This is an optimization exercise on Yosys and OpenROAD, whose aim is small area, a short achievable clock period and few clock cycles per item, not a production implementation. No run shown here included a check of the RTL's function; only the layout flow was run. Power is estimated from default activity; no workload was simulated.

**flow/constraint.sdc**
```tcl
create_clock -name core_clock -period 4.0 [get_ports {clk}]
set_input_delay 0.8000 -clock core_clock [delete_from_list [all_inputs] [get_ports {clk}]]
set_output_delay 0.8000 -clock core_clock [all_outputs]
set_load 0.01 [all_outputs]
```
**flow/design.v**
```verilog
module modulo_sec#(
  parameter SIZE = 16,
  parameter CALCULATION_OUT = 1'b0 )(
  input clk,
  input rst,
  input [(SIZE-1):0] divident,
  input [(SIZE-1):0] divisor,
  input start,
  output done,
  output [(SIZE-1):0] remainder);
  localparam CW = $clog2(SIZE);
  function [CW-1:0] lzc;
    input [SIZE-1:0] v;
    integer i;
    begin
      lzc = SIZE-1;
      for (i = 0; i < SIZE; i = i + 1)
        if (v[i]) lzc = SIZE-1-i;
    end
  endfunction
  reg busy, align;
  reg [SIZE-1:0] rem_reg, div_reg;
  reg [CW-1:0] cnt;
  assign done = ~busy;
  assign remainder = rem_reg;
  wire [CW-1:0] lz_a = lzc(divident);
  wire [CW-1:0] lz_b = lzc(divisor);
  wire [CW:0] shift = {1'b0, lz_b} - {1'b0, lz_a};
  wire [SIZE:0] diff = {1'b0, rem_reg} - {1'b0, div_reg};
  always @(posedge clk) begin
    if (~busy) begin
      if (start)
        rem_reg <= divident;
      div_reg <= divisor;
      cnt <= shift[CW-1:0];
      align <= |shift[CW-1:0];
    end else if (align) begin
      div_reg <= div_reg << cnt;
      align <= 1'b0;
    end else begin
      if (~diff[SIZE])
        rem_reg <= diff[SIZE-1:0];
      div_reg <= div_reg >> 1;
      cnt <= cnt - 1'b1;
    end
  end
  always @(posedge clk or posedge rst) begin
    if (rst)
      busy <= 1'b0;
    else if (~busy)
      busy <= start & ~shift[CW];
    else if (~align)
      busy <= |cnt;
  end
endmodule
```
**flow/standard.sh**
```bash
#!/bin/bash
# synth_recipe.tcl (not shown) runs the flow's synth.tcl, then flattens the netlist and writes it again
# the make line also repeats each setting of config.mk as NAME=value (left out here)
make -C /OpenROAD-flow-scripts/flow DESIGN_CONFIG=/design/flow/config.mk WORK_HOME=/design/flow/orfs CLKGATE_MAP_FILE= SYNTH_SCRIPT=/design/flow/synth_recipe.tcl "${@:-finish}"
```
**flow/config.mk**
```make
export PLATFORM = sky130hd
export DESIGN_NAME = modulo_sec
export DESIGN_NICKNAME = modulo_sec
export VERILOG_FILES = /design/flow/design.v
export SDC_FILE = /design/flow/constraint.sdc
export NUM_CORES = 4
export LEC_CHECK = 0
export CAP_MARGIN = 20
export CORE_MARGIN = 2
export CORE_UTILIZATION = 40
export SETUP_SLACK_MARGIN = 0.5
export SLEW_MARGIN = 20
```
**flow/flow/run.sh**
```bash
#!/bin/bash
# The standard layout, with plain buf_1 cells (not delay cells) as the port buffers.
set -euo pipefail
bash standard.sh BUFFER_PORTS_ARGS="-buffer_cell sky130_fd_sc_hd__buf_1" finish > standard.log 2>&1
```
==> results of run 1 <==
-- how the worst max path moves through the flow --
stage               cells past startpoint  slack [ns]               endpoint                  from
floorplan                              10        1.36       cnt[3]$_DFFE_PP_           divident[5]
global placement                       14        0.97         busy$_DFF_PP0_           divident[2]
detailed placement                     14        0.94         busy$_DFF_PP0_           divident[2]
CTS                                     9        1.08  rem_reg[14]$_DFFE_PP_  rem_reg[0]$_DFFE_PP_
global route                            9        0.94  rem_reg[14]$_DFFE_PP_  rem_reg[0]$_DFFE_PP_
finish                                  9        1.08  rem_reg[14]$_DFFE_PP_  rem_reg[0]$_DFFE_PP_
-- layer usage --
| metal | vias to the layer above | GRT usage [%] | wire length [µm] |
|---|---|---|---|
| met4 | 0 | 7.14 | 212 |
| met5 | - | 0 | 0 |
| li1 | 1541 | - | - |
| met2 | 113 | 33.8 | 4290 |
| met1 | 1475 | 29.8 | 4470 |
| met3 | 21 | 3.84 | 550 |
-- cell usage in the layout (no fill, tap or decap), types with 3 or more instances in the layout --
cell	instances
buf_1	51
nand2_1	35
nor2_1	33
inv_1	32
a21oi_1	30
o21ai_0	28
ha_1	22
edfxtp_1	22
mux2i_1	21
dfxtp_1	15
nor3_1	12
mux2_2	11
a221oi_1	11
nor2b_1	8
nand3_1	7
xor2_1	7
nand2b_1	5
o21a_1	5
xnor2_1	5
clkbuf_8	5
o211ai_1	4
and3_1	4
o221ai_1	4
nor4_1	3
a21o_1	3
nor3b_1	3
-- worst max-delay path, stage by stage (launching register included) --
cell	delay, ns
edfxtp_1	0.35
inv_1	0.05
ha_1	0.22
fa_1	0.39
nand2b_1	0.21
a21oi_2	0.19
o211ai_2	0.14
a21o_1	0.26
a21oi_1	0.20
o221a_2	0.54
-- logic make-up (layout without fill, tap and decap cells) --
kind of cell	after synthesis	count (layout)	synth area share [%]
buffers and inverters	54	94	6.90
adder cells (fa/ha/maj)	24	24	9.34
XOR/XNOR	12	12	3.11
AO/OA/AOI/OAI	119	119	24.0
multiplexers	34	34	11.2
flip-flops	38	38	29.2
AND/OR/NAND/NOR	117	117	16.2
-- power groups by stage --
| stage | Clock, µW | Combinational (µW) | Sequential (µW) |
|---|---|---|---|
| global placement | 0 | 2610 | 1070 |
| finish | 339 | 2690 | 1070 |
| global route | 358 | 2990 | 1100 |
| detailed placement | 0 | 2660 | 1080 |
| CTS | 344 | 2670 | 1070 |
| floorplan | 0 | 2180 | 934 |
-- stage by stage --
stage	hold WS (ns)	worst slack (ns)	total power, µW	std cells	cell area (µm²)
detailed placement	0.594	0.941	3730	535	3600
finish	0.294	1.08	4100	543	3710
floorplan	0.529	1.36	3120	398	3370
CTS	0.293	1.08	4090	543	3710
global route	0.294	0.939	4450	543	3710
global placement	0.594	0.974	3680	535	3600
-- layout make-up --
type | count | share of cell area, %
Sequential cell | 38 | 26.6
Timing Repair Buffer | 53 | 5.56
Clock inverter | 3 | 1.08
Inverter | 33 | 3.34
Multi-Input combinational cell | 306 | 58.1
Tap cell | 105 | 3.54
Clock buffer | 5 | 1.85
==> results.toml, run 1 <==
[status]
status = "complete, no violations"

[timing]
rsz0062_at_grt = "no"
tightest_slew_ns = 0.860
finalSetupTns_ns = 0
worst_clock_skew_ns = 0.0123
slew_viol_final = 0
min_period_over_period_pct = 72.9
setup_viol = 0
finalCriticalPeriod_ns = 2.92
finalHoldViolCount = 0
fmax_mhz = 343
slew_headroom_pct = 42.7

[route]
drt-pass1-iter-count = 4
ant_nets = 0
via_count = 3150
drtIter0Drc = 157
drcViolationCount = 0
detail_route.wirelength_mm = 9.53
wire_per_inst_um = 17.5
avgViaCountPerCell = 5.80

[synthesis]
synth_seq_area_share_pct = 29.2
syn_inst = 398
yosys_warnings = 1
synthTopCellsByArea = "edfxtp_1 (20%), dfxtp_1 (8.9%), ha_1 (8.2%), mux2i_1 (6.2%), a21oi_1 (4.4%)"
syn_area_um2 = 3370
syn_area_per_cell_um2 = 8.48
synth.most_common_cell = "nand2_1"
ys_seq_elements = 38
synth_async_sr_flop_share_pct = 2.63
syn-num-nets = 457
synth_top_area_share_pct = 19.6
synth_common_cells = "nand2_1 (35), nor2_1 (33), inv_1 (32)"
synth_edf_count = 22
synthFlopType = "edfxtp_1"
synth_cell_type_count = 64
synth_top_cell_by_area = "edfxtp_1"

[clocking]
htree_num_levels = 2
clock-sinks = 38
post_cts_resize_count = 0
cts_tree = "yes"
cts-root-buf = "clkbuf_8"
postCtsSetupRepairBufs = 0
cts_made_buffers = 5
clkLatencyLatePin_ns = 0.31
cts_hold_buf = 0
clock_path_buffers = 2
path_clk_slew_ns = 0.08

[layout]
drive_gt1_share_pct = 7.99
multi_input_area_um2 = 2160
nNetsFinal = 496
antenna_cells = 0
fill_cells = 816
regArea_um2 = 987
post-route-util_pct = 45.2
syn_to_final_growth_pct = 10.0

[worst_setup_path]
worst-r2r-setup-slack_ns = 1.08
endpoint_kind = "flip-flop"
r2r-start = "rem_reg[0]$_DFFE_PP_"
required_ns = 3.94
r2r_cells = 9
crit_path_max_fanout = 16
arrival_ns = 2.86
worstSetupStartpointType = "flip-flop"
r2r_end = "rem_reg[14]$_DFFE_PP_"
critical_path_class = "flip-flop to flip-flop"

[power_and_ir_drop]
ir_worst_vdd_mv = 0.545
leakagePower_uw = 0.00151
share_comb_of_total_power_pct = 65.6
switchingPower_uw = 1980
switching_share_pct = 48.2
p_int_uw = 2120
clkPwrFrac_pct = 8.3
power.density_nw_per_um2 = 1100
seq_power_share_pct = 26.1

[grt]
grt_max_degree = 51
grt_pass1_vias = 2959
antenna_found_initial = 0
grt.total_usage_pct = 21.5
grt_pass1_wl_mm = 15.0
overflow = 0

[die]
dieArea_um2 = 9190
die_h_um = 95.9
ios = 52
start_util_pct = 41.1
core_region_area_um2 = 8220
core.rowCount = 33
die_w_um = 95.9

[place]
gp_congestion = 0.958
port_buffers = 51
hpwl_mm = 7.42

[job]
drv_cap = 0

[hold_path]
hold_class = "input pin to async pin"
==> run 2: changes to the inputs <==
--- a/flow/config.mk
+++ b/flow/config.mk
@@ -10,3 +10,3 @@
 export CORE_UTILIZATION = 40
-export SETUP_SLACK_MARGIN = 0.5
+export SETUP_SLACK_MARGIN = 1.5
 export SLEW_MARGIN = 20
==> run 2 against run 1 <==
Final cell count is 1.3% higher. Register-to-register slack better by 0.45 ns. First-iteration DRC count is 25% higher. Critical endpoint is now cnt[3]$_DFFE_PP_. Non-clock buffer count is 6 higher. Count of clock-buffer cells in the layout stayed put. Setup slack better by 0.32 ns. Hold slack better by 0.012 ns. Via count is 2.2% higher. Fmax is 12% higher. Synthesized cell count stayed put. Global-route usage is 0.95 points higher. Still clean. Final area is 6.8% higher.
==> results.toml, run 2 <==
[status]
status = "complete, no violations"

[die]
die_h_um = 95.9
ios = 52
start_util_pct = 41.1
dieArea_um2 = 9190
die_w_um = 95.9
core_region_area_um2 = 8220
core.rowCount = 33

[timing]
setup_ws_ns = 1.41
slew_viol_final = 0
finalCriticalPeriod_ns = 2.59
fmax_mhz = 385
tightest_slew_ns = 0.768
setup_viol = 0
fin_hold_ws_ns = 0.306
finalSetupTns_ns = 0
rsz0062_at_grt = "yes"
finalHoldViolCount = 0
worst_clock_skew_ns = 0.00832
min_period_over_period_pct = 64.9
slew_headroom_pct = 48.8

[worst_setup_path]
required_ns = 4.03
arrival_ns = 2.62
cp_cell_sequence = "buf_1 > nor2_2 > o21ai_2 > a211oi_1 > nor3_1 > nor3_1 > nor3_2 > ha_1 > a21o_1 > a21oi_2 > xor2_1 > o21ai_1"
crit_slowest_cell = "ha_1"
cp_common_cell = "nor3_1"
endpoint_kind = "flip-flop"
critical_path_class = "input pin to flip-flop"
worstSetupStartpointType = "input pin"
max_stage_delay_ns = 0.28
crit_path_max_fanout = 3

[synthesis]
synth_top_cell_by_area = "edfxtp_1"
muxShareOfSynthArea_pct = 11.2
synth_top_area_share_pct = 19.6
synth_common_cells = "nand2_1 (35), nor2_1 (33), inv_1 (32)"
synthAdderAreaFrac_pct = 9.34
syn_inst = 398
synth.most_common_cell = "nand2_1"
ys_seq_elements = 38
synth_async_sr_flop_share_pct = 2.63
syn_area_per_cell_um2 = 8.48
synth_cell_type_count = 64
synth_compound_area_share_pct = 24.0
synth_top_family_by_area = "compound AO/OA/AOI/OAI gates"
syn_area_um2 = 3370
synthFlopType = "edfxtp_1"
syn-num-nets = 457
synth_edf_count = 22
synthTopCellsByArea = "edfxtp_1 (20%), dfxtp_1 (8.9%), ha_1 (8.2%), mux2i_1 (6.2%), a21oi_1 (4.4%)"
synthXorXnorAreaFrac_pct = 3.11
yosys_warnings = 1
synth-simple-area-share_pct = 16.2
synth_seq_area_share_pct = 29.2

[grt]
grt_pass1_wl_mm = 15.7
grt.total_usage_pct = 22.5
grt_max_degree = 32
overflow = 0
antenna_found_initial = 0
grt_pass1_vias = 2987

[layout]
drive_gt1_share_pct = 17.5
nNetsFinal = 503
syn_to_final_growth_pct = 17.6
fill_cells = 808
mostFrequentLayoutCells = "buf_1 (46), nand2_1 (34), nor2_1 (31)"
final_common_cell = "buf_1"
antenna_cells = 0

[hold_path]
hold_class = "input pin to async pin"

[route]
highest_layer = "met4"
detail_route.wirelength_mm = 10.1
via_count = 3220
drt-pass1-iter-count = 4
wire_per_inst_um = 18.4
wirelength_met1_mm = 4.81
avgViaCountPerCell = 5.85
drtIter0Drc = 196
ant_nets = 0
drcViolationCount = 0
dr_wl_met3_um = 519
wl_met2_mm = 4.63

[clocking]
cts_tree = "yes"
cts_made_buffers = 5
htree_num_levels = 2
clock_path_buffers = 2
cts_hold_buf = 0
path_clk_slew_ns = 0.08
clkLatencyLatePin_ns = 0.29
cts-root-buf = "clkbuf_8"
clock-sinks = 38

[place]
hpwl_mm = 7.43
gp_congestion = 0.938
port_buffers = 51
place_ws_ns = 0.918

[job]
drv_cap = 0

[power_and_ir_drop]
power.density_nw_per_um2 = 1080
ir_worst_vdd_mv = 0.518
leakagePower_uw = 0.00160
-- run 2: what timing repair did --
| action | 4_1_cts | 5_1_grt |
|---|---|---|
| buffers inserted | 2 | 4 |
| pin swaps | 14 | 30 |
| gates cloned | 1 | 0 |
| setup endpoints to repair | 21 | 24 |
| gates resized for setup | 17 | 40 |
-- run 2: area by class of cell --
cell class,instances,area [µm²],area share (%)
multi-input cells,307,2320,58.5
repair buffers,59,290,7.32
inverters,33,129,3.25
clock inverters,3,40.0,1.01
clock buffers,5,68.8,1.73
well taps,105,131,3.31
flip-flops and latches,38,987,24.9
-- run 2: final timing paths --
check / startpoint / end / slack, ns / depth (start not counted)
setup / recovery: divisor[5] / cnt[3]$_DFFE_PP_ / 1.41 / 12
hold / removal: rst / busy$_DFF_PP0_ / 0.31 / 2
setup reg to reg: rem_reg[0]$_DFFE_PP_ / rem_reg[15]$_DFFE_PP_ / 1.53 / 9
hold reg to reg: div_reg[3]$_DFF_P_ / div_reg[2]$_DFF_P_ / 0.65 / 2
max in group asynchronous: rst / busy$_DFF_PP0_ / 3.59 / 2
min in group core_clock: div_reg[3]$_DFF_P_ / div_reg[2]$_DFF_P_ / 0.65 / 2
-- run 2: critical path, delay by kind of cell --
| family | cells | cell delay, ns |
|---|---|---|
| AO/OA/AOI/OAI | 5 | 0.67 |
| adder cells (fa/ha/maj) | 1 | 0.28 |
| AND/OR/NAND/NOR | 4 | 0.55 |
| buffers and inverters | 1 | 0.11 |
| XOR/XNOR | 1 | 0.20 |
-- run 2: kinds of logic after synthesis --
family,Yosys count
buffers and inverters,54
flip-flops,38
AND/OR/NAND/NOR,117
AO/OA/AOI/OAI,119
adder cells (fa/ha/maj),24
multiplexers,34
XOR/XNOR,12
-- run 2: routing by layer --
metal  vias up  track usage, %
li1       1555               -
met1      1545            31.7
met2       107            36.2
met3        13            2.98
met4         0            5.83
met5         -               0
-- run 2: power by group --
| part | total [µW] | switching, µW | internal (µW) |
|---|---|---|---|
| clock | 337 | 153 | 184 |
| combinational | 2850 | 1600 | 1260 |
| sequential | 1090 | 317 | 770 |
-- run 2: through the flow --
| step | total power (µW) | cell area [µm²] | utilization (%) | instances |
|---|---|---|---|---|
| final | 4280 | 3970 | 48.3 | 550 |
| after global routing | 4630 | 3970 | 48.3 | 550 |
| after CTS | 4200 | 3810 | 46.4 | 546 |
| after detailed placement | 3730 | 3620 | 44.0 | 535 |
| after global placement | 3690 | 3620 | 44.0 | 535 |
| after floorplan | 3130 | 3390 | - | 398 |
==> run 3: changes to the inputs <==
--- a/flow/design.v
+++ b/flow/design.v
@@ -20,2 +20,37 @@
   endfunction
+  function [SIZE:0] sub_bk;
+    input [SIZE-1:0] x, y;
+    reg [SIZE-1:0] g, p, gn, pn;
+    integer i, j, l;
+    begin
+      for (i = 0; i < SIZE; i = i + 1) begin
+        g[i] = ~x[i] & y[i];
+        p[i] = ~(x[i] ^ y[i]);
+      end
+      for (l = 0; (1 << l) < SIZE; l = l + 1) begin
+        gn = g; pn = p;
+        for (i = 0; i < SIZE; i = i + 1)
+          if (((i + 1) % (2 << l)) == 0) begin
+            j = i - (1 << l);
+            gn[i] = g[i] | (p[i] & g[j]);
+            pn[i] = p[i] & p[j];
+          end
+        g = gn; p = pn;
+      end
+      for (l = CW - 2; l >= 0; l = l - 1) begin
+        gn = g; pn = p;
+        for (i = 0; i < SIZE; i = i + 1)
+          if (((i + 1) % (2 << l)) == (1 << l) && i > (1 << l)) begin
+            j = i - (1 << l);
+            gn[i] = g[i] | (p[i] & g[j]);
+            pn[i] = p[i] & p[j];
+          end
+        g = gn; p = pn;
+      end
+      sub_bk[SIZE] = g[SIZE-1];
+      sub_bk[0] = x[0] ^ y[0];
+      for (i = 1; i < SIZE; i = i + 1)
+        sub_bk[i] = x[i] ^ y[i] ^ g[i-1];
+    end
+  endfunction
   reg busy, align;
@@ -28,3 +63,3 @@
   wire [CW:0] shift = {1'b0, lz_b} - {1'b0, lz_a};
-  wire [SIZE:0] diff = {1'b0, rem_reg} - {1'b0, div_reg};
+  wire [SIZE:0] diff = sub_bk(rem_reg, div_reg);
   always @(posedge clk) begin
--- a/flow/config.mk
+++ b/flow/config.mk
@@ -10,3 +10,2 @@
 export CORE_UTILIZATION = 40
-export SETUP_SLACK_MARGIN = 1.5
 export SLEW_MARGIN = 20
==> run 3 against run 2 <==
Largest cell class unchanged. Fmax down 9.9%. Global-route usage down 1.7 points. Critical path depth down 3. Combinational power down 16%. Total power down 11%. Sequential cell count unchanged. Die area down 1.7%. Final cell count down 7.8%. Register-to-register slack worse by 0.41 ns.
==> results.toml, run 3 <==
[status]
status = "complete, no violations"

[layout]
syn_to_final_growth_pct = 11.0
mostFrequentLayoutCells = "buf_1 (51), nor2_1 (36), inv_1 (35)"
final_cells = 507
nNetsFinal = 466
final_common_cell = "buf_1"
antenna_cells = 0
drive_gt1_share_pct = 8.96

[grt]
grt_pass1_wl_mm = 14.4
grt_pass1_vias = 2844
grt.total_usage_pct = 20.8
overflow = 0
antenna_found_initial = 0
busiest_layer = "met2"
use_met3_pct = 3.48
grt_max_degree = 39
grtUsageMet2_pct = 35.3
grtUsageMet1_pct = 27.6

[synthesis]
ys_seq_elements = 38
synth_cell_type_count = 60
synth_edf_count = 22
synth_top_cell_by_area = "edfxtp_1"
synth_async_sr_flop_share_pct = 2.63
synthTopCellsByArea = "edfxtp_1 (20%), dfxtp_1 (9.1%), ha_1 (7.9%), fa_1 (5.4%), mux2i_1 (5.4%)"
synthFlopType = "edfxtp_1"
synth.most_common_cell = "nor2_1"
syn_area_per_cell_um2 = 9.34
yosys_warnings = 1
syn_inst = 355
syn_area_um2 = 3320
synth_top_area_share_pct = 19.9
synth_common_cells = "nor2_1 (36), inv_1 (35), a21oi_1 (25)"
syn-num-nets = 420
synth_seq_area_share_pct = 29.7

[clocking]
cts_tree = "yes"
cts-root-buf = "clkbuf_8"
clkLatencyLatePin_ns = 0.30
cts_hold_buf = 0
post_cts_resize_count = 0
cts_made_buffers = 5
path_clk_slew_ns = 0.08
clock_path_buffers = 2
clock-sinks = 38
htree_num_levels = 2
postCtsSetupRepairBufs = 0

[power_and_ir_drop]
leakagePower_uw = 0.00149
power.density_nw_per_um2 = 1030
power_uw = 3800
ir_worst_vdd_mv = 0.456

[worst_setup_path]
endpoint_kind = "flip-flop"
cp_common_cell = "a21oi_1"
required_ns = 4.05
r2r_cells = 9
crit_path_max_fanout = 7
max_stage_delay_ns = 0.51
cp_cell_sequence = "ha_1 > a21o_1 > a21oi_1 > nand3_1 > a41oi_1 > a21oi_1 > fa_1 > xnor2_1 > mux2_2"
critical_path_class = "flip-flop to flip-flop"
crit_slowest_cell = "dfxtp_1"
arrival_ns = 2.93
worstSetupStartpointType = "flip-flop"

[timing]
slew_headroom_pct = 36.2
rsz0062_at_grt = "no"
fmax_mhz = 347
finalHoldViolCount = 0
finalSetupTns_ns = 0
worst_clock_skew_ns = 0.00913
min_period_over_period_pct = 72.0
slew_viol_final = 0
finalCriticalPeriod_ns = 2.88
fin_hold_ws_ns = 0.300
setup_viol = 0
tightest_slew_ns = 0.956

[route]
detail_route.wirelength_mm = 8.95
ant_nets = 0
avgViaCountPerCell = 5.65
wire_per_inst_um = 17.7
drt-pass1-iter-count = 5
drtIter0Drc = 205
drcViolationCount = 0
via_count = 2863

[die]
die_h_um = 95.0
start_util_pct = 40.8
core.rowCount = 33
ios = 52
core_region_area_um2 = 8130
die_w_um = 95.0
dieArea_um2 = 9030

[hold_path]
hold_class = "input pin to async pin"

[place]
hpwl_mm = 6.93
placed_cells = 498
port_buffers = 51
gp_congestion = 0.873

[job]
drv_cap = 0
-- run 3: area by class of cell --
type,count,area (µm²)
repair buffers,54,221
multi-input cells,264,2110
flip-flops and latches,38,986
inverters,38,143
fillers,804,4450
well taps,105,131
clock inverters,1,5.00
clock buffers,7,86.3
-- run 3: worst paths after layout --
| check | from | endpoint | slack [ns] |
|---|---|---|---|
| setup / recovery | div_reg[4]$_DFF_P_ | rem_reg[15]$_DFFE_PP_ | 1.12 |
| hold / removal | rst | busy$_DFF_PP0_ | 0.30 |
| setup reg to reg | div_reg[4]$_DFF_P_ | rem_reg[15]$_DFFE_PP_ | 1.12 |
| hold reg to reg | div_reg[1]$_DFF_P_ | div_reg[0]$_DFF_P_ | 0.66 |
| max in group asynchronous | rst | busy$_DFF_PP0_ | 3.61 |
| min in group core_clock | div_reg[1]$_DFF_P_ | div_reg[0]$_DFF_P_ | 0.66 |
-- run 3: kinds of logic after synthesis --
family / share of synthesized area (%)
AOI/OAI and AO/OA: 17.9
and+or+nand+nor: 12.6
buffers and inverters: 6.87
muxes: 16.6
DFF: 29.7
adders and majority gates: 13.4
xor gates and xnor gates: 2.91
-- run 3: routing by layer --
layer | up-vias | part of all wire [%]
met5 | - | 0
met4 | 0 | 1.7
met3 | 16 | 6.3
met2 | 103 | 49
met1 | 1362 | 43
li1 | 1382 | -
-- run 3: critical path, delay by kind of cell, from the launching register on --
kind                     cells  cell delay [ns]
adder cells (fa/ha/maj)      2             0.70
multiplexers                 1             0.26
AO/OA/AOI/OAI                4             0.87
flip-flops                   1             0.51
AND/OR/NAND/NOR              1             0.15
XOR/XNOR                     1             0.14
-- run 3: per-stage QoR --
step | utilization (%) | instance area, µm² | setup slack [ns]
2_1_floorplan | - | 3320 | 1.16
3_3_place_gp | 43.9 | 3570 | 1.02
3_5_place_dp | 43.9 | 3570 | 0.974
4_1_cts | 45.1 | 3670 | 1.10
5_1_grt | 45.3 | 3680 | 0.875
6_report | 45.3 | 3680 | 1.12
-- run 3: power breakdown --
part / internal, µW / total, µW / switching [µW]
Sequential: 772 / 1130 / 356
Clock: 139 / 285 / 145
Combinational: 1140 / 2380 / 1250
Total: 2050 / 3800 / 1750
==> run 4: changes to the inputs <==
--- a/flow/config.mk
+++ b/flow/config.mk
@@ -7,2 +7,3 @@
 export LEC_CHECK = 0
+export ABC_AREA = 1
 export CAP_MARGIN = 20
==> run 4 against run 3 <==
Area after synthesis down 1.5%. Total power down 11%. Synthesized cell count up 26%. Sequential power down 8%. Fmax up 1.1%. Combinational power down 13%. Critical endpoint is now rem_reg[0]$_DFFE_PP_. Largest cell class unchanged. Largest power group unchanged.
==> results.toml, run 4 <==
[synthesis]
ys_seq_elements = 38
synthFlopType = "edfxtp_1"
synth_cell_type_count = 43
synth_top_cell_by_area = "edfxtp_1"
synth_edf_count = 22
synth_top_area_share_pct = 20.2
syn_inst = 446
synth_seq_area_share_pct = 30.2
synth_common_cells = "nand2_1 (130), inv_1 (61), o21ai_0 (28)"
yosys_warnings = 1
synth_async_sr_flop_share_pct = 2.63
syn_area_um2 = 3270
syn_area_per_cell_um2 = 7.32
syn-num-nets = 511
synthTopCellsByArea = "edfxtp_1 (20%), nand2_1 (15%), dfxtp_1 (9.2%), ha_1 (8.0%), inv_1 (7.0%)"
synth.most_common_cell = "nand2_1"

[timing]
min_period_over_period_pct = 71.3
setup_viol = 0
fmax_mhz = 351
worst_clock_skew_ns = 0.00615
finalCriticalPeriod_ns = 2.85
tightest_slew_ns = 0.783
rsz0062_at_grt = "no"
slew_viol_final = 0
slew_headroom_pct = 47.6
finalSetupTns_ns = 0
finalHoldViolCount = 0
setup_ws_ns = 1.15

[power_and_ir_drop]
ir_worst_vdd_mv = 0.358
switching_share_pct = 50.8
clkPwrFrac_pct = 8.0
switchingPower_uw = 1720
seq_power_share_pct = 30.7
share_comb_of_total_power_pct = 61.3
leakagePower_uw = 0.00163
power.density_nw_per_um2 = 944
p_int_uw = 1660

[die]
start_util_pct = 41.8
die_h_um = 94.4
core.rowCount = 32
dieArea_um2 = 8900
core_region_area_um2 = 7810
ios = 52
die_w_um = 94.4

[place]
gp_congestion = 0.919
place_ws_ns = 0.934
port_buffers = 51
hpwl_mm = 6.56

[route]
drcViolationCount = 0
detail_route.wirelength_mm = 8.19
wire_per_inst_um = 13.9
ant_nets = 0
via_count = 2999
drtIter0Drc = 188
drt-pass1-iter-count = 4
avgViaCountPerCell = 5.07

[clocking]
clock-sinks = 38
postCtsSetupRepairBufs = 0
cts_tree = "yes"
htree_num_levels = 2
clkLatencyLatePin_ns = 0.29
cts_made_buffers = 5
clock_path_buffers = 2
post_cts_resize_count = 0
cts-root-buf = "clkbuf_8"
cts_hold_buf = 0
path_clk_slew_ns = 0.08

[worst_setup_path]
max_stage_delay_ns = 0.45
path_buf_inv = 3
cp_common_cell = "nand2_1"
r2r-start = "rem_reg[0]$_DFFE_PP_"
r2r_cells = 16
critical_path_class = "flip-flop to flip-flop"
crit_slowest_cell = "nand2_1"
arrival_ns = 2.71
endpoint_kind = "flip-flop"
worstSetupStartpointType = "flip-flop"
required_ns = 3.86
worst-r2r-setup-slack_ns = 1.15
r2r_end = "rem_reg[0]$_DFFE_PP_"
cp_cell_sequence = "inv_1 > ha_1 > inv_1 > fa_1 > inv_1 > nand3_1 > nand2_1 > nand3_1 > nand2_1 > nand2_1 > nand2_1 > nand4_1 > nand2_1 > nand2_1 > nand2_1 > nand2_1"
crit_path_max_fanout = 16
critPathTopFamily = "simple AND/OR/NAND/NOR gates"

[layout]
final_common_cell = "nand2_1"
drive_gt1_share_pct = 6.13
fill_cells = 851
mostFrequentLayoutCells = "nand2_1 (130), inv_1 (61), buf_1 (51)"
antenna_cells = 0
syn_to_final_growth_pct = 9.62
nNetsFinal = 553

[grt]
grt_pass1_wl_mm = 14.2
grt.total_usage_pct = 20.4
grt_pass1_vias = 2942
grt_max_degree = 34
antenna_found_initial = 0
overflow = 0

[status]
status = "complete, no violations"

[hold_path]
hold_class = "input pin to async pin"

[job]
drv_cap = 0
[run 4: cell types whose count changed after synthesis, sizes merged, moves of 7 or more]
cell	delta
nand2	+110
inv	+28
nand3	+22
o21ai	+19
mux2i	-16
nor2	-16
mux2	-14
mux4	-9
a21oi	-7
a22oi	+7
[run 4: worst reg2reg max path: cells and delay by family (launching register included)]
kind / cells / cell delay [ns]
buffers and inverters: 3 / 0.20
adder cells (fa/ha/maj): 2 / 0.48
AND/OR/NAND/NOR: 11 / 1.35
flip-flops: 1 / 0.39
[run 4: kinds of logic after synthesis]
logic type / synth area share (%)
and+or+nand+nor: 23.8
AOI/OAI and AO/OA: 18.2
buffers and inverters: 10.8
DFF: 30.2
adders and majority gates: 13.6
xor gates and xnor gates: 2.95
muxes: 0.613
[run 4: routing by layer]
layer / wire [µm] / global-route usage, %
met5: 0 / 0
met4: 165 / 5.80
met3: 401 / 2.71
met2: 3860 / 34.0
met1: 3770 / 27.8
[run 4: how the worst max path moves through the flow]
| stage | slack (ns) | cells past startpoint | endpoint | startpoint |
|---|---|---|---|---|
| after global placement | 1.05 | 21 | cnt[2]$_DFFE_PP_ | divident[2] |
| after global routing | 0.78 | 16 | rem_reg[0]$_DFFE_PP_ | rem_reg[0]$_DFFE_PP_ |
| after floorplan | 1.40 | 20 | cnt[2]$_DFFE_PP_ | divisor[1] |
| final | 1.15 | 16 | rem_reg[0]$_DFFE_PP_ | rem_reg[0]$_DFFE_PP_ |
| after detailed placement | 0.93 | 21 | cnt[2]$_DFFE_PP_ | divident[2] |
| after CTS | 1.09 | 16 | rem_reg[0]$_DFFE_PP_ | rem_reg[0]$_DFFE_PP_ |
[run 4: power groups by stage]
stage | Sequential (µW) | Clock (µW) | Combinational [µW]
floorplan | 955 | 0 | 1690
global placement | 1050 | 0 | 2050
detailed placement | 1050 | 0 | 2080
CTS | 1040 | 278 | 2100
global route | 1090 | 295 | 2450
finish | 1040 | 269 | 2070
[run 4: stage by stage]
stage | hold WS (ns) | cell area (µm²) | util (%) | power, µW | cells
after floorplan | 0.529 | 3270 | - | 2640 | 446
after global placement | 0.584 | 3490 | 44.8 | 3100 | 583
after detailed placement | 0.589 | 3490 | 44.8 | 3140 | 583
after CTS | 0.296 | 3580 | 45.8 | 3420 | 591
after global routing | 0.298 | 3580 | 45.8 | 3830 | 591
final | 0.296 | 3580 | 45.8 | 3380 | 591
[run 4: layout make-up]
| cell class | instances | area (µm²) | share of cell area [%] |
|---|---|---|---|
| multi-input combinational | 325 | 1930 | 53.9 |
| sequential | 38 | 986 | 27.5 |
| inverter | 65 | 246 | 6.89 |
| timing repair buffer | 53 | 206 | 5.77 |
| tap | 102 | 128 | 3.57 |
| clock buffer | 5 | 68.8 | 1.92 |
| clock inverter | 3 | 16.3 | 0.454 |
==> run 5: changes to the inputs <==
--- a/flow/config.mk
+++ b/flow/config.mk
@@ -11,2 +11,3 @@
 export CORE_UTILIZATION = 40
+export SETUP_SLACK_MARGIN = 1.5
 export SLEW_MARGIN = 20
==> run 5 against run 4 <==
Fmax grew 9.8%. Critical path depth rose by 5. Highest routed layer unchanged. Routed wire length increased by 10%. Via count increased by 5.9%. Sequential share of layout area down 2.1 points. Hold slack lost 0.00081 ns. Synthesized cell count did not move. Critical endpoint is now cnt[2]$_DFFE_PP_. Register-to-register slack improved by 0.26 ns. Combinational power increased by 22%. Sequential cell count unchanged. Largest cell class unchanged. First-iteration DRC count rose by 12%. Still clean.
==> results.toml, run 5 <==
[status]
status = "complete, no violations"

[worst_setup_path]
max_stage_delay_ns = 0.38
required_ns = 4.03
crit_path_max_fanout = 2
cp_common_cell = "nand2_1"
cp_cell_sequence = "buf_8 > inv_2 > nand2_2 > nand2_2 > nand2_1 > nand2_1 > nand2_1 > nand2_1 > nand2_1 > nand2_1 > nand2_1 > nand2_2 > nand2_2 > nand2_2 > a21oi_2 > ha_2 > inv_2 > fa_2 > xor2_2 > nand2_1 > o21ai_1"
worstSetupStartpointType = "input pin"
critical_path_class = "input pin to flip-flop"
arrival_ns = 2.63
endpoint_kind = "flip-flop"
crit_slowest_cell = "fa_2"

[route]
drcViolationCount = 0
detail_route.wirelength_mm = 9.03
drt-pass1-iter-count = 4
via_count = 3175
avgViaCountPerCell = 5.27
ant_nets = 0
drtIter0Drc = 211
wire_per_inst_um = 15.0

[timing]
rsz0062_at_grt = "yes"
setup_ws_ns = 1.40
finalCriticalPeriod_ns = 2.60
slew_viol_final = 0
min_period_over_period_pct = 64.9
setup_viol = 0
worst_clock_skew_ns = 0.0122
finalHoldViolCount = 0
fmax_mhz = 385
finalSetupTns_ns = 0
tightest_slew_ns = 0.919
slew_headroom_pct = 38.5

[synthesis]
synth_edf_count = 22
synth_async_sr_flop_share_pct = 2.63
synth_cell_type_count = 43
synth_common_cells = "nand2_1 (130), inv_1 (61), o21ai_0 (28)"
synthTopCellsByArea = "edfxtp_1 (20%), nand2_1 (15%), dfxtp_1 (9.2%), ha_1 (8.0%), inv_1 (7.0%)"
synth.most_common_cell = "nand2_1"
syn_area_um2 = 3270
synth_seq_area_share_pct = 30.2
synth_top_cell_by_area = "edfxtp_1"
synth_top_area_share_pct = 20.2
syn_inst = 446
syn-num-nets = 511
yosys_warnings = 1
syn_area_per_cell_um2 = 7.32
synthFlopType = "edfxtp_1"
ys_seq_elements = 38

[layout]
regArea_um2 = 986
fill_cells = 807
nNetsFinal = 564
final_common_cell = "nand2_1"
antenna_cells = 0
mostFrequentLayoutCells = "nand2_1 (115), inv_1 (56), buf_1 (47)"
post-route-util_pct = 49.7
multi_input_area_um2 = 2090
syn_to_final_growth_pct = 18.9
final_area_um2 = 3880
drive_gt1_share_pct = 17.0

[clocking]
cts_tree = "yes"
cts_hold_buf = 0
clock_path_buffers = 2
clock-sinks = 38
cts-root-buf = "clkbuf_8"
path_clk_slew_ns = 0.07
cts_made_buffers = 5
clkLatencyLatePin_ns = 0.30
htree_num_levels = 2

[place]
placedInstanceArea_um2 = 3500
hpwl_mm = 6.83
place_ws_ns = 1.00
gp_congestion = 0.933
port_buffers = 51

[grt]
overflow = 0
grt_max_degree = 40
antenna_found_initial = 0
grt_pass1_vias = 2918
grt.total_usage_pct = 20.6
grt_pass1_wl_mm = 14.3

[power_and_ir_drop]
ir_worst_vdd_mv = 0.553
power_uw = 3930
power.density_nw_per_um2 = 1010
leakagePower_uw = 0.00173

[die]
die_w_um = 94.4
core_region_area_um2 = 7810
die_h_um = 94.4
start_util_pct = 41.8
dieArea_um2 = 8900
core.rowCount = 32
ios = 52

[hold_path]
hold_class = "input pin to async pin"

[job]
drv_cap = 0
## run 5: cell counts after synthesis
Identical to the previous run, type by type.
## run 5: final cells by class
type                            instances  share of cell area, %
Multi-Input combinational cell        326                   53.9
Sequential cell                        38                   25.4
Timing Repair Buffer                   63                   8.16
Inverter                               65                   6.35
Tap cell                              102                   3.29
Clock buffer                            5                   1.77
Clock inverter                          3                   1.16
## run 5: worst paths after layout
kind,slack (ns),from,cells past startpoint,end
setup / recovery,1.40,divident[2],21,cnt[2]$_DFFE_PP_
hold / removal,0.30,rst,2,busy$_DFF_PP0_
min in group core_clock,0.62,div_reg[1]$_DFF_P_,2,div_reg[0]$_DFF_P_
hold reg to reg,0.62,div_reg[1]$_DFF_P_,2,div_reg[0]$_DFF_P_
max in group asynchronous,3.62,rst,2,busy$_DFF_PP0_
setup reg to reg,1.41,rem_reg[0]$_DFFE_PP_,17,rem_reg[14]$_DFFE_PP_
## run 5: per-stage QoR
step | hold WS (ns) | std cells
6_report | 0.295 | 602
3_5_place_dp | 0.592 | 582
4_1_cts | 0.295 | 596
5_1_grt | 0.298 | 602
2_1_floorplan | 0.529 | 446
3_3_place_gp | 0.592 | 582
## run 5: cell families after synthesis
group / count (synthesis) / synth area share [%]
mux: 2 / 0.613
compound gates: 95 / 18.2
fa+ha+maj: 30 / 13.6
buf+inv: 83 / 10.8
simple gates: 187 / 23.8
xor+xnor: 11 / 2.95
flops: 38 / 30.2
## run 5: what timing repair did
action,in CTS,in global routing
buffers inserted,6,5
cloned,0,1
resized for setup,23,39
pin swaps,9,22
setup endpoints to repair,25,29
## run 5: per-layer routing
layer	track usage (%)	share of wire, %	vias to the layer above
li1	-	-	1592
met1	28.7	47	1455
met2	34.7	46	120
met3	2.63	6.3	8
met4	3.62	0.70	0
met5	0	0	-
## run 5: worst max-delay path, delay by kind of cell
kind / cells / cell delay [ns]
simple gates: 13 / 0.74
fa+ha+maj: 2 / 0.57
compound gates: 2 / 0.21
xor+xnor: 1 / 0.17
buf+inv: 3 / 0.14
## run 5: report_power, final
part / internal, µW / total [µW] / switching [µW]
logic: 1020 / 2530 / 1510
clock network: 186 / 340 / 155
registers: 758 / 1060 / 303
==> run 6: changes to the inputs <==
--- a/flow/design.v
+++ b/flow/design.v
@@ -55,3 +55,3 @@
   endfunction
-  reg busy, align;
+  reg busy;
   reg [SIZE-1:0] rem_reg, div_reg;
@@ -65,12 +65,3 @@
   always @(posedge clk) begin
-    if (~busy) begin
-      if (start)
-        rem_reg <= divident;
-      div_reg <= divisor;
-      cnt <= shift[CW-1:0];
-      align <= |shift[CW-1:0];
-    end else if (align) begin
-      div_reg <= div_reg << cnt;
-      align <= 1'b0;
-    end else begin
+    if (busy) begin
       if (~diff[SIZE])
@@ -79,2 +70,7 @@
       cnt <= cnt - 1'b1;
+    end else begin
+      if (start)
+        rem_reg <= divident;
+      div_reg <= divisor << shift[CW-1:0];
+      cnt <= shift[CW-1:0];
     end
@@ -84,6 +80,6 @@
       busy <= 1'b0;
-    else if (~busy)
+    else if (busy)
+      busy <= |cnt;
+    else
       busy <= start & ~shift[CW];
-    else if (~align)
-      busy <= |cnt;
   end
--- a/flow/config.mk
+++ b/flow/config.mk
@@ -7,3 +7,2 @@
 export LEC_CHECK = 0
-export ABC_AREA = 1
 export CAP_MARGIN = 20
@@ -11,3 +10,2 @@
 export CORE_UTILIZATION = 40
-export SETUP_SLACK_MARGIN = 1.5
 export SLEW_MARGIN = 20
==> run 6 against run 5 <==
Sequential power shrank 19%. Die area shrank 7.1%. Sequential cell count shrank 1. Total power shrank 29%. Final cell count shrank 18%. Non-clock buffer count grew 3. Register-to-register slack lost 0.48 ns. Routed wire length shrank 20%. Critical path depth shrank 6. Core utilization shrank 2.2 points. Largest cell class unchanged. Fmax shrank 25%. Still clean.
==> results.toml, run 6 <==
[timing]
fmax_mhz = 290
fin_hold_ws_ns = 0.317
min_period_over_period_pct = 86.2
worst_clock_skew_ns = 0.00650
slew_headroom_pct = 59.3
finalCriticalPeriod_ns = 3.45
slew_viol_final = 0
setup_viol = 0
finalHoldViolCount = 0
setup_ws_ns = 0.550
rsz0062_at_grt = "no"
tightest_slew_ns = 0.607
finalSetupTns_ns = 0

[synthesis]
synth_top_cell_by_area = "edfxtp_1"
synthFlopType = "dfxtp_1"
syn_area_per_cell_um2 = 9.16
synth_seq_area_share_pct = 30.0
syn-num-nets = 395
yosys_warnings = 1
synth_edf_count = 16
synth_top_area_share_pct = 15.9
synthTopCellsByArea = "edfxtp_1 (16%), dfxtp_1 (13%), ha_1 (8.7%), mux2i_1 (7.6%), fa_1 (6.0%)"
synth_cell_type_count = 57
ys_seq_elements = 37
syn_inst = 330
synth_async_sr_flop_share_pct = 2.70
syn_area_um2 = 3020
synth.most_common_cell = "inv_1"
synth_common_cells = "inv_1 (39), nand2_1 (26), nor2_1 (25)"

[route]
dr_wl_met3_um = 352
highest_layer = "met4"
wirelength_met1_mm = 3.34
drt-pass1-iter-count = 4
drcViolationCount = 0
via_count = 2539
detail_route.wirelength_mm = 7.20
drtIter0Drc = 81
avgViaCountPerCell = 5.17
ant_nets = 0
wl_met2_mm = 3.38
wire_per_inst_um = 14.7

[die]
core.rowCount = 31
core_region_area_um2 = 7290
dieArea_um2 = 8270
die_w_um = 90.9
start_util_pct = 41.5
ios = 52
die_h_um = 90.9

[worst_setup_path]
required_ns = 4.15
endpoint_kind = "flip-flop"
worst-r2r-setup-slack_ns = 0.93
worstSetupStartpointType = "input pin"
r2r_cells = 11
critical_path_class = "input pin to flip-flop"
crit_path_max_fanout = 7
arrival_ns = 3.60

[layout]
final_common_cell = "buf_1"
antenna_cells = 0
post-route-util_pct = 47.5
nNetsFinal = 456
syn_to_final_growth_pct = 14.7
mostFrequentLayoutCells = "buf_1 (51), inv_1 (39), nand2_1 (26)"
drive_gt1_share_pct = 11.0

[grt]
antenna_found_initial = 0
grt.total_usage_pct = 18.4
grt_pass1_wl_mm = 12.3
grt_max_degree = 31
grt_pass1_vias = 2513
overflow = 0

[clocking]
clkLatencyLatePin_ns = 0.28
clock-sinks = 37
post_cts_resize_count = 0
htree_num_levels = 2
cts-root-buf = "clkbuf_8"
cts_made_buffers = 5
cts_tree = "yes"
path_clk_slew_ns = 0.07
clock_path_buffers = 2
postCtsSetupRepairBufs = 0
cts_hold_buf = 0

[power_and_ir_drop]
leakagePower_uw = 0.00152
power.density_nw_per_um2 = 800
ir_worst_vdd_mv = 0.228
power_uw = 2770

[place]
port_buffers = 51
gp_congestion = 0.875
hpwl_mm = 5.88
place_ws_ns = 0.265

[status]
status = "complete, no violations"

[job]
drv_cap = 0

[hold_path]
hold_class = "input pin to async pin"
[run 6: stage by stage]
| stage | cell area [µm²] | cells |
|---|---|---|
| global placement | 3380 | 483 |
| detailed placement | 3380 | 483 |
| CTS | 3470 | 491 |
| floorplan | 3020 | 330 |
| finish | 3470 | 491 |
| global route | 3470 | 491 |
[run 6: metal layers]
layer,GRT usage (%),up-vias
met1,25.0,1161
met3,2.90,10
li1,-,1304
met5,0,-
met4,5.18,0
met2,30.3,64
[run 6: cell families (layout without fill, tap and decap cells)]
| family | count (synthesis) | after routing | synth area share (%) |
|---|---|---|---|
| muxes | 39 | 39 | 14.1 |
| and+or+nand+nor | 81 | 81 | 12.2 |
| buffers and inverters | 51 | 113 | 7.28 |
| adders and majority gates | 30 | 30 | 14.7 |
| DFF | 37 | 37 | 30.0 |
| xor gates and xnor gates | 13 | 13 | 4.64 |
| AOI/OAI and AO/OA | 79 | 79 | 17.2 |
[run 6: layout make-up]
class	count	area, µm²
Clock buffer	8	90.1
Fill cell	730	3820
Inverter	39	146
Multi-Input combinational cell	242	1900
Sequential cell	37	906
Tap cell	99	124
Timing Repair Buffer	66	304
[run 6: worst max-delay path, stage by stage]
cell      delay (ns)
buf_1           0.09
inv_1           0.05
a21oi_1         0.16
o21bai_1        0.10
a21oi_1         0.16
o21ai_0         0.10
a221oi_1        0.29
buf_4           0.17
ha_1            0.16
fa_1            0.50
buf_4           0.21
o21ai_0         0.42
nor2_1          0.07
a21oi_1         0.19
a211oi_1        0.12
[run 6: power by group]
| part | switching, µW | internal (µW) | total, µW |
|---|---|---|---|
| Clock | 130 | 141 | 271 |
| Sequential | 140 | 717 | 857 |
| Combinational | 871 | 774 | 1650 |
| Total | 1140 | 1630 | 2770 |
[run 6: final timing paths]
kind / start / endpoint
max: divident[2] / div_reg[15]$_SDFF_PP0_
min: rst / busy$_DFF_PP0_
max reg2reg: rem_reg[2]$_DFFE_PP_ / rem_reg[11]$_DFFE_PP_
min reg2reg: cnt[0]$_DFF_P_ / cnt[0]$_DFF_P_
max in group asynchronous: rst / busy$_DFF_PP0_
min in group core_clock: cnt[0]$_DFF_P_ / cnt[0]$_DFF_P_
==> run 7: changes to the inputs <==
--- a/flow/config.mk
+++ b/flow/config.mk
@@ -7,2 +7,3 @@
 export LEC_CHECK = 0
+export ABC_AREA = 1
 export CAP_MARGIN = 20
@@ -10,2 +11,3 @@
 export CORE_UTILIZATION = 40
+export SETUP_SLACK_MARGIN = 1.0
 export SLEW_MARGIN = 20
==> run 7 against run 6 <==
Critical path type unchanged. Clock power is 18% higher. Fmax grew 14%. Combinational power fell by 12%.
==> results.toml, run 7 <==
[status]
status = "complete, no violations"

[grt]
antenna_found_initial = 0
grt_pass1_wl_mm = 11.4
overflow = 0
grt_max_degree = 25
grt_pass1_vias = 2543
grt.total_usage_pct = 18.3

[timing]
setup_viol = 0
slew_headroom_pct = 69.9
finalCriticalPeriod_ns = 3.03
fmax_mhz = 330
tightest_slew_ns = 0.447
slew_viol_final = 0
worst_clock_skew_ns = 0.00447
setup_ws_ns = 0.970
rsz0062_at_grt = "yes"
min_period_over_period_pct = 75.8
finalHoldViolCount = 0
fin_hold_ws_ns = 0.303
finalSetupTns_ns = 0

[route]
drt-pass1-iter-count = 4
drtIter0Drc = 89
ant_nets = 0
via_count = 2767
drcViolationCount = 0
avgViaCountPerCell = 4.91
detail_route.wirelength_mm = 7.02
wire_per_inst_um = 12.5

[synthesis]
synthTopCellsByArea = "edfxtp_1 (16%), nand2_1 (15%), dfxtp_1 (14%), o21ai_0 (9.8%), ha_1 (9.0%)"
synth_cell_type_count = 35
synth_top_area_share_pct = 16.4
synth_edf_count = 16
synthFlopType = "dfxtp_1"
yosys_warnings = 1
syn_area_per_cell_um2 = 7.23
synth.most_common_cell = "nand2_1"
syn_inst = 404
synth_async_sr_flop_share_pct = 2.70
syn-num-nets = 469
synth_seq_area_share_pct = 31.0
synth_common_cells = "nand2_1 (114), inv_1 (59), o21ai_0 (57)"
ys_seq_elements = 37
synth_top_cell_by_area = "edfxtp_1"
syn_area_um2 = 2920

[power_and_ir_drop]
seq_power_share_pct = 31.5
p_int_uw = 1440
leakagePower_uw = 0.00164
switching_share_pct = 44.3
switchingPower_uw = 1140
power.density_nw_per_um2 = 719
clkPwrFrac_pct = 12.5
ir_worst_vdd_mv = 0.190
share_comb_of_total_power_pct = 56.1

[place]
hpwl_mm = 5.37
gp_congestion = 0.840
place_ws_ns = 0.590
port_buffers = 51

[worst_setup_path]
worstSetupStartpointType = "input pin"
worst-r2r-setup-slack_ns = 1.29
crit_path_max_fanout = 6
arrival_ns = 3.22
required_ns = 4.19
critical_path_class = "input pin to flip-flop"
endpoint_kind = "flip-flop"

[clocking]
cts_tree = "yes"
clock-sinks = 37
htree_num_levels = 2
clock_path_buffers = 2
path_clk_slew_ns = 0.08
cts_made_buffers = 5
cts-root-buf = "clkbuf_8"
clkLatencyLatePin_ns = 0.30

[layout]
mostFrequentLayoutCells = "nand2_1 (107), inv_1 (52), buf_1 (46)"
nNetsFinal = 528
drive_gt1_share_pct = 14.0
syn_to_final_growth_pct = 22.8
antenna_cells = 0
post-route-util_pct = 50.0
final_common_cell = "nand2_1"

[die]
die_w_um = 89.5
die_h_um = 89.5
ios = 52
start_util_pct = 40.7
core_region_area_um2 = 7180
core.rowCount = 31
dieArea_um2 = 8010

[job]
drv_cap = 0

[hold_path]
hold_class = "input pin to async pin"
run 7: changes by cell type after synthesis, moves of 5 or more:
cell      before  now
o21ai_0       21   57
o31ai_1        5    0
nor3_1         8    1
a211oi_1       7    1
nor2_1        25   16
nand3_1        4   17
o211ai_1       0    5
xor2_1         1    9
mux2i_1       23    2
o22ai_1        0    5
inv_1         39   59
mux2_2        13    0
xnor2_1       10    1
nand2_1       26  114
run 7: layout make-up:
cell class	count	area, µm²
inverters	61	244
clock buffers	8	111
well taps	99	124
repair buffers	66	349
repair inverters	1	7.51
multi-input cells	291	1850
fillers	748	3590
flip-flops and latches	37	906
run 7: per-layer routing:
metal / up-vias / global-route usage [%] / wire length (µm)
li1: 1444 / - / -
met1: 1248 / 24.8 / 3310
met2: 66 / 30.1 / 3310
met3: 9 / 3.14 / 269
met4: 0 / 5.29 / 121
met5: - / 0 / 0
run 7: per-stage QoR:
step | total power [µW] | instance area [µm²] | std cells
after floorplan | 1840 | 2940 | 404
after global placement | 2140 | 3210 | 544
after detailed placement | 2180 | 3210 | 544
after CTS | 2530 | 3400 | 557
after global routing | 2900 | 3590 | 563
final | 2580 | 3590 | 563
run 7: worst paths after layout:
path / cells past startpoint / to / start
worst max-delay path: 22 / div_reg[10]$_DFF_P_ / divident[2]
worst min-delay path: 2 / busy$_DFF_PP0_ / rst
worst max register to register: 17 / rem_reg[14]$_DFFE_PP_ / rem_reg[0]$_DFFE_PP_
worst min register to register: 2 / div_reg[8]$_DFF_P_ / div_reg[9]$_DFF_P_
max in group asynchronous: 2 / busy$_DFF_PP0_ / rst
min in group core_clock: 2 / div_reg[8]$_DFF_P_ / div_reg[9]$_DFF_P_
run 7: timing repair:
| item | in CTS | in global routing |
|---|---|---|
| hold buffers | 0 | 0 |
| buffers inserted | 4 | 5 |
| pin swaps | 5 | 15 |
| cloned | 1 | 1 |
| setup endpoints to repair | 16 | 33 |
| gates resized for setup | 21 | 52 |
run 7: logic make-up after synthesis:
group	after synthesis	synth area share (%)
AND/OR/NAND/NOR	154	21.2
AO/OA/AOI/OAI	94	18.2
buffers and inverters	76	10.2
flip-flops	37	31.0
adder cells (fa/ha/maj)	30	15.2
XOR/XNOR	11	3.55
multiplexers	2	0.685
run 7: power by group through the flow:
stage / Clock (µW) / Sequential, µW / Combinational [µW]
after floorplan: 0 / 836 / 1010
after global placement: 0 / 819 / 1320
after detailed placement: 0 / 827 / 1360
after CTS: 331 / 818 / 1390
after global routing: 346 / 846 / 1710
final: 321 / 813 / 1450
run 7: critical path: stages:
cell and delay, ns:
buf_6 0.10, inv_2 0.03, nand2_1 0.04, nand2_1 0.06
nand2_1 0.04, nand2_1 0.05, nand2_1 0.04, nand2_1 0.05
nand2_1 0.04, nand2_1 0.05, nand2_1 0.04, nand2_1 0.05
nand2_1 0.04, nand2_1 0.09, a21oi_4 0.07, ha_4 0.17
fa_2 0.63, clkinvlp_4 0.20, o21ai_1 0.28, o21ai_0 0.13
o22ai_1 0.16, nand2_1 0.06
==> run 8: changes to the inputs <==
--- a/flow/config.mk
+++ b/flow/config.mk
@@ -11,3 +11,3 @@
 export CORE_UTILIZATION = 40
-export SETUP_SLACK_MARGIN = 1.0
+export SETUP_SLACK_MARGIN = 1.5
 export SLEW_MARGIN = 20
==> run 8 against run 7 <==
Synthesized cell count unchanged. Still clean. Die area unchanged. Final cell count up 1.2%. First-iteration DRC count up 17%. Via count up 1.3%. Sequential share of layout area down 1.8 points. Count of clock-buffer cells in the layout down 1. Routed wire length up 3.1%. Critical endpoint is now div_reg[8]$_DFF_P_. Largest power group unchanged. Sequential cell count unchanged.
==> results.toml, run 8 <==
[power_and_ir_drop]
power_uw = 2850
leakagePower_uw = 0.00173
ir_worst_vdd_mv = 0.230
power.density_nw_per_um2 = 738

[grt]
grt_pass1_vias = 2598
grt_max_degree = 28
grt.total_usage_pct = 18.5
grt_pass1_wl_mm = 11.5
antenna_found_initial = 0
overflow = 0

[die]
start_util_pct = 40.7
core.rowCount = 31
core_region_area_um2 = 7180
ios = 52
die_w_um = 89.5
dieArea_um2 = 8010
die_h_um = 89.5

[timing]
tightest_slew_ns = 0.499
finalCriticalPeriod_ns = 2.93
finalSetupTns_ns = 0
finalHoldViolCount = 0
fmax_mhz = 341
setup_ws_ns = 1.07
rsz0062_at_grt = "yes"
worst_clock_skew_ns = 0.00894
setup_viol = 0
slew_headroom_pct = 66.4
min_period_over_period_pct = 73.3
slew_viol_final = 0

[synthesis]
synth_common_cells = "nand2_1 (114), inv_1 (59), o21ai_0 (57)"
synth_edf_count = 16
synth_async_sr_flop_share_pct = 2.70
synth_seq_area_share_pct = 31.0
syn_inst = 404
yosys_warnings = 1
syn-num-nets = 469
synth_cell_type_count = 35
ys_seq_elements = 37
synthFlopType = "dfxtp_1"
synth_top_cell_by_area = "edfxtp_1"
synthTopCellsByArea = "edfxtp_1 (16%), nand2_1 (15%), dfxtp_1 (14%), o21ai_0 (9.8%), ha_1 (9.0%)"
synth_top_area_share_pct = 16.4
syn_area_per_cell_um2 = 7.23
syn_area_um2 = 2920
synth.most_common_cell = "nand2_1"

[worst_setup_path]
critPathTopFamily = "adder cells"
r2r_cells = 18
critical_path_class = "input pin to flip-flop"
path_buf_inv = 3
endpoint_kind = "flip-flop"
cp_cell_sequence = "buf_8 > inv_12 > o21ai_1 > nand2_1 > nand2_1 > nand2_1 > nand2_1 > nand2_1 > nand2_1 > nand2_1 > nand2_1 > nand2_1 > nand2_1 > nand2_1 > nand2_2 > ha_4 > fa_2 > buf_6 > mux2i_4 > nand2_1 > o21ai_2 > o22ai_2 > nand2_1"
cp_common_cell = "nand2_1"
r2r_end = "rem_reg[15]$_DFFE_PP_"
worstSetupStartpointType = "input pin"
worst-r2r-setup-slack_ns = 1.50
arrival_ns = 3.17
required_ns = 4.24
max_stage_delay_ns = 0.67
crit_path_max_fanout = 7
crit_slowest_cell = "fa_2"
r2r-start = "rem_reg[0]$_DFFE_PP_"

[route]
wire_per_inst_um = 12.7
via_count = 2803
drcViolationCount = 0
drt-pass1-iter-count = 4
ant_nets = 0
avgViaCountPerCell = 4.92
drtIter0Drc = 104
detail_route.wirelength_mm = 7.23

[hold_path]
hold_class = "input pin to async pin"

[layout]
antenna_cells = 0
final_area_um2 = 3870
drive_gt1_share_pct = 23.4
nNetsFinal = 535
mostFrequentLayoutCells = "nand2_1 (99), inv_1 (49), buf_1 (43)"
final_common_cell = "nand2_1"
syn_to_final_growth_pct = 32.3
post-route-util_pct = 53.9

[place]
hpwl_mm = 5.39
place_ws_ns = 0.585
gp_congestion = 0.867
placedInstanceArea_um2 = 3300
port_buffers = 51

[clocking]
clock-sinks = 37
path_clk_slew_ns = 0.08
cts_hold_buf = 0
cts_tree = "yes"
cts_made_buffers = 5
htree_num_levels = 2
clock_path_buffers = 2
clkLatencyLatePin_ns = 0.29
cts-root-buf = "clkbuf_8"

[job]
drv_cap = 0

[status]
status = "complete, no violations"
run 8: cell count changes in the layout (fill, tap and decap cells not counted), moves of 6 or more:
cell and delta:
nand2_1 -8, o21ai_2 +6, buf_4 +7, nand3_1 -6, nand2_2 +6, o21ai_0 -11
run 8: cells by family after synthesis:
kind of cell               share of synthesized area [%]
xor gates and xnor gates                            3.55
adders and majority gates                           15.2
and+or+nand+nor                                     21.2
DFF                                                 31.0
muxes                                              0.685
buffers and inverters                               10.2
AOI/OAI and AO/OA                                   18.2
run 8: repair_timing:
item / in CTS / in global routing
resized for setup: 53 / 52
gates cloned: 2 / 0
buffers inserted: 11 / 4
endpoints found under the setup margin: 39 / 42
pin swaps: 16 / 26
run 8: worst max path at each step:
stage	slack, ns	end	startpoint	cells after the start
3_5_place_dp	0.59	div_reg[9]$_DFF_P_	divisor[1]	24
2_1_floorplan	1.06	div_reg[9]$_DFF_P_	divisor[1]	25
4_1_cts	1.06	div_reg[8]$_DFF_P_	divident[1]	22
5_1_grt	0.85	div_reg[8]$_DFF_P_	divident[2]	23
3_3_place_gp	0.58	div_reg[8]$_DFF_P_	divisor[1]	23
6_report	1.07	div_reg[8]$_DFF_P_	divisor[1]	23
run 8: metrics by stage:
stage	cells	hold slack, ns
6_report	570	0.311
5_1_grt	570	0.313
4_1_cts	566	0.302
3_5_place_dp	545	0.465
3_3_place_gp	545	0.465
2_1_floorplan	404	0.430
run 8: power by group:
group / internal, µW / switching, µW / leakage [µW]
clock: 203 / 137 / 0.0000585
sequential: 691 / 126 / 0.000340
combinational: 714 / 982 / 0.00133
total: 1610 / 1250 / 0.00173
run 8: per-layer routing:
layer,GRT usage [%],part of all wire (%)
met1,24.4,46
met2,31.2,48
met3,2.68,3.8
met4,6.11,1.7
met5,0,0
run 8: layout make-up:
class	count	area [µm²]
Inverter	61	246
Multi-Input combinational cell	291	2040
Sequential cell	37	906
Clock inverter	1	30.0
Timing Repair inverter	1	3.75
Fill cell	696	3310
Tap cell	99	124
Clock buffer	7	86.3
Timing Repair Buffer	73	433
==> run 9: changes to the inputs <==
--- a/flow/design.v
+++ b/flow/design.v
@@ -11,9 +11,19 @@
   localparam CW = $clog2(SIZE);
-  function [CW-1:0] lzc;
-    input [SIZE-1:0] v;
-    integer i;
+  function [3:0] lzc;
+    input [15:0] v;
+    reg [3:0] z;
+    reg [1:0] lz0, lz1, lz2, lz3, hi;
     begin
-      lzc = SIZE-1;
-      for (i = 0; i < SIZE; i = i + 1)
-        if (v[i]) lzc = SIZE-1-i;
+      z[3] = ~|v[15:12]; z[2] = ~|v[11:8]; z[1] = ~|v[7:4]; z[0] = ~|v[3:0];
+      lz3 = {~v[15] & ~v[14], ~v[15] & (v[14] | ~v[13])};
+      lz2 = {~v[11] & ~v[10], ~v[11] & (v[10] | ~v[9])};
+      lz1 = {~v[7] & ~v[6], ~v[7] & (v[6] | ~v[5])};
+      lz0 = {~v[3] & ~v[2], ~v[3] & (v[2] | ~v[1])};
+      hi = {z[3] & z[2], z[3] & (~z[2] | z[1])};
+      case (hi)
+        2'd0: lzc = {hi, lz3};
+        2'd1: lzc = {hi, lz2};
+        2'd2: lzc = {hi, lz1};
+        default: lzc = {hi, lz0};
+      endcase
     end
--- a/flow/config.mk
+++ b/flow/config.mk
@@ -7,3 +7,2 @@
 export LEC_CHECK = 0
-export ABC_AREA = 1
 export CAP_MARGIN = 20
@@ -11,3 +10,2 @@
 export CORE_UTILIZATION = 40
-export SETUP_SLACK_MARGIN = 1.5
 export SLEW_MARGIN = 20
==> run 9 against run 8 <==
Global-route usage fell by 0.23 points. Clock power is 26% lower. Synthesized cell count decreased by 19%. Total power shrank 3.6%. Core utilization is 5.1 points lower. Routed wire length grew 2.4%. Largest cell class unchanged. Critical path depth decreased by 9. Largest power group unchanged.
==> results.toml, run 9 <==
[status]
status = "complete, no violations"

[power_and_ir_drop]
power.density_nw_per_um2 = 769
seq_power_share_pct = 31.3
switchingPower_uw = 1140
p_int_uw = 1610
clkPwrFrac_pct = 9.1
share_comb_of_total_power_pct = 59.5
switching_share_pct = 41.4
ir_worst_vdd_mv = 0.216
leakagePower_uw = 0.00157
power_uw = 2750

[worst_setup_path]
max_stage_delay_ns = 0.57
worst-r2r-setup-slack_ns = 1.02
cp_common_cell = "o22ai_1"
cp.depth = 14
path_buf_inv = 2
endpoint_kind = "flip-flop"
arrival_ns = 4.00
required_ns = 4.16
cp-startpoint = "divisor[13]"
cp_cell_sequence = "buf_1 > or4_4 > nor2b_4 > nand2b_1 > o22ai_1 > o22ai_1 > ha_1 > fa_1 > buf_12 > mux2_1 > mux2i_1 > nor2_1 > a211oi_1 > o31ai_1"
r2r_end = "rem_reg[15]$_DFFE_PP_"
critical_path_class = "input pin to flip-flop"
crit_slowest_cell = "or4_4"
r2r-start = "rem_reg[0]$_DFFE_PP_"
worstSetupStartpointType = "input pin"
critPathCapture = "div_reg[13]$_DFF_P_"
crit_path_max_fanout = 22
critPathTopFamily = "simple AND/OR/NAND/NOR gates"
r2r_cells = 11

[synthesis]
synth_seq_area_share_pct = 29.7
synth_cell_type_count = 55
synthTopCellsByArea = "edfxtp_1 (16%), dfxtp_1 (13%), ha_1 (8.6%), fa_1 (5.9%), mux2i_1 (5.6%)"
syn_area_per_cell_um2 = 9.26
synth_top_area_share_pct = 15.8
synthFlopType = "dfxtp_1"
yosys_warnings = 1
synth_edf_count = 16
syn_inst = 329
synth_top_cell_by_area = "edfxtp_1"
synth_async_sr_flop_share_pct = 2.70
synth_common_cells = "inv_1 (30), nor2_1 (30), nand2_1 (25)"
ys_seq_elements = 37
syn_area_um2 = 3050
syn-num-nets = 394

[timing]
finalHoldViolCount = 0
fmax_mhz = 260
setup_ws_ns = 0.157
setup_viol = 0
slew_viol_final = 0
worst_clock_skew_ns = 0.00601
finalCriticalPeriod_ns = 3.84
min_period_over_period_pct = 96.1
tightest_slew_ns = 0.462
slew_headroom_pct = 68.9
rsz0062_at_grt = "no"

[place]
gp_congestion = 0.846
port_buffers = 51
place_ws_ns = -0.113
hpwl_mm = 6.07

[route]
drt-pass1-iter-count = 4
ant_nets = 0
wl_met2_mm = 3.50
wirelength_met1_mm = 3.48
drcViolationCount = 0
dr_wl_met3_um = 321
wire_per_inst_um = 14.9
drtIter0Drc = 126
detail_route.wirelength_mm = 7.41
avgViaCountPerCell = 5.27
via_count = 2618
highest_layer = "met4"

[layout]
post-route-util_pct = 48.8
mostFrequentLayoutCells = "buf_1 (51), nor2_1 (30), inv_1 (30)"
drive_gt1_share_pct = 14.1
fill_cells = 741
regArea_um2 = 906
antenna_cells = 0
nNetsFinal = 462
multi_input_area_um2 = 1950
syn_to_final_growth_pct = 17.3
final_common_cell = "buf_1"

[clocking]
post_cts_resize_count = 0
clkLatencyLatePin_ns = 0.28
cts_hold_buf = 0
postCtsSetupRepairBufs = 0
cts_tree = "yes"
cts-root-buf = "clkbuf_8"
cts_made_buffers = 5
path_clk_slew_ns = 0.07
clock-sinks = 37
htree_num_levels = 2
clock_path_buffers = 2

[die]
die_w_um = 91.3
dieArea_um2 = 8330
core_region_area_um2 = 7330
core.rowCount = 31
ios = 52
die_h_um = 91.3
start_util_pct = 41.6

[grt]
antenna_found_initial = 0
grt_pass1_wl_mm = 12.3
grt_pass1_vias = 2548
overflow = 0
grt_max_degree = 38
grt.total_usage_pct = 18.3

[hold_path]
hold_class = "input pin to async pin"

[job]
drv_cap = 0
## run 9: cell types whose count changed in the layout (fill, tap and decap cells not counted), moves of 10 or more
cell,previous run,this run
nand2_1,99,25
inv_1,49,30
nor2_1,11,30
mux2i_1,0,17
o21ai_1,20,3
o21ai_0,27,13
nand2_2,13,0
a21oi_1,8,19
mux2_2,0,11
inv_2,10,0
## run 9: worst min path at each step
stage | slack [ns] | endpoint | from | cells after the start
after floorplan | 0.42 | div_reg[8]$_DFF_P_ | div_reg[9]$_DFF_P_ | 2
after CTS | 0.32 | busy$_DFF_PP0_ | rst | 2
after global placement | 0.46 | div_reg[12]$_DFF_P_ | div_reg[13]$_DFF_P_ | 2
after detailed placement | 0.46 | div_reg[12]$_DFF_P_ | div_reg[13]$_DFF_P_ | 2
final | 0.31 | busy$_DFF_PP0_ | rst | 2
after global routing | 0.31 | busy$_DFF_PP0_ | rst | 2
## run 9: cells by family (layout without fill, tap and decap cells)
family          Yosys count  in the layout  synth area share (%)
simple gates             88             88                  14.2
compound gates           80             80                  17.8
buf+inv                  46            115                  6.24
flops                    37             37                  29.7
mux                      35             35                  13.7
fa+ha+maj                30             30                  14.5
xor+xnor                 13             13                  3.74
## run 9: area by class of cell
class                      count  area share, %
tap                           99           3.47
clock buffer                   6           2.03
timing repair buffer          77           11.2
sequential                    37           25.3
multi-input combinational    246           54.6
inverter                      30           3.15
clock inverter                 2          0.280
## run 9: power groups by stage
stage	Sequential, µW	Combinational (µW)	Clock, µW
detailed placement	874	1650	0
floorplan	874	1220	0
global placement	867	1620	0
CTS	865	1660	260
global route	892	1870	278
finish	862	1640	252
## run 9: stage by stage
| step | area [µm²] | instances | TNS (ns) | hold WS [ns] |
|---|---|---|---|---|
| 2_1_floorplan | 3050 | 329 | 0 | 0.423 |
| 3_3_place_gp | 3490 | 489 | -0.0723 | 0.459 |
| 3_5_place_dp | 3490 | 489 | -0.174 | 0.458 |
| 4_1_cts | 3570 | 497 | 0 | 0.316 |
| 5_1_grt | 3570 | 497 | 0 | 0.305 |
| 6_report | 3570 | 497 | 0 | 0.315 |
## run 9: metal layers
metal  global-route usage, %  vias to the layer above
met1                    24.7                     1208
li1                        -                     1323
met5                       0                        -
met4                    4.29                        0
met3                    2.32                       10
met2                    31.2                       77
## run 9: worst register-to-register path, cell delays in order, from the launching register on
cell and delay, ns:
edfxtp_1 0.34, inv_1 0.05, ha_1 0.20, fa_1 0.40, a21o_1 0.17, nand2_1 0.10
o21ai_1 0.13, a41o_1 0.33, a31o_1 0.25, fa_1 0.37, xnor2_1 0.13, mux2_2 0.25

==> re-timing with driven ports <==
Ports are ideal in the flow. The routed layouts listed here were re-timed in OpenROAD.
Step 1, drivers: a clkbuf_16 drives clk and a buf_2 each remaining input, both assumed.
Step 2 moves the port delays by t, midway between the first and last clock arrival at a register: inputs arrive t later, outputs are due t later. That takes back most of the time a late clock gives input paths.
a / b / c = ideal / step 1 / step 2; a / b = the first two.
run | shift t [ns] | slack for setup (ns) | latest minus earliest clock arrival (ns) | worst slew at a driven data input, ns | pins driven straight from the clock port
run 1 | 0.334 | 1.084 / 1.084 / 0.954 | 0.013 / 0.012 | 0.04 | 1
run 2 | 0.322 | 1.405 / 1.397 / 1.076 | 0.008 / 0.009 | 0.05 | 1
run 3 | 0.325 | 1.119 / 1.119 / 1.013 | 0.009 / 0.009 | 0.05 | 1
run 4 | 0.324 | 1.150 / 1.150 / 0.918 | 0.006 / 0.006 | 0.03 | 1
run 5 | 0.327 | 1.404 / 1.381 / 1.054 | 0.013 / 0.012 | 0.05 | 1
run 6 | 0.309 | 0.550 / 0.557 / 0.248 | 0.007 / 0.007 | 0.03 | 1
run 7 | 0.322 | 0.970 / 0.965 / 0.644 | 0.005 / 0.005 | 0.05 | 1
run 8 | 0.316 | 1.069 / 1.061 / 0.746 | 0.009 / 0.009 | 0.06 | 1
run 9 | 0.309 | 0.157 / 0.166 / -0.143 | 0.006 / 0.006 | 0.03 | 1
With both steps, setup timing fails in run 9, where it was met with ideal ports. The setup slack of run 5, which loses most, moves by -0.023 ns with the drivers and by -0.350 ns with both steps.
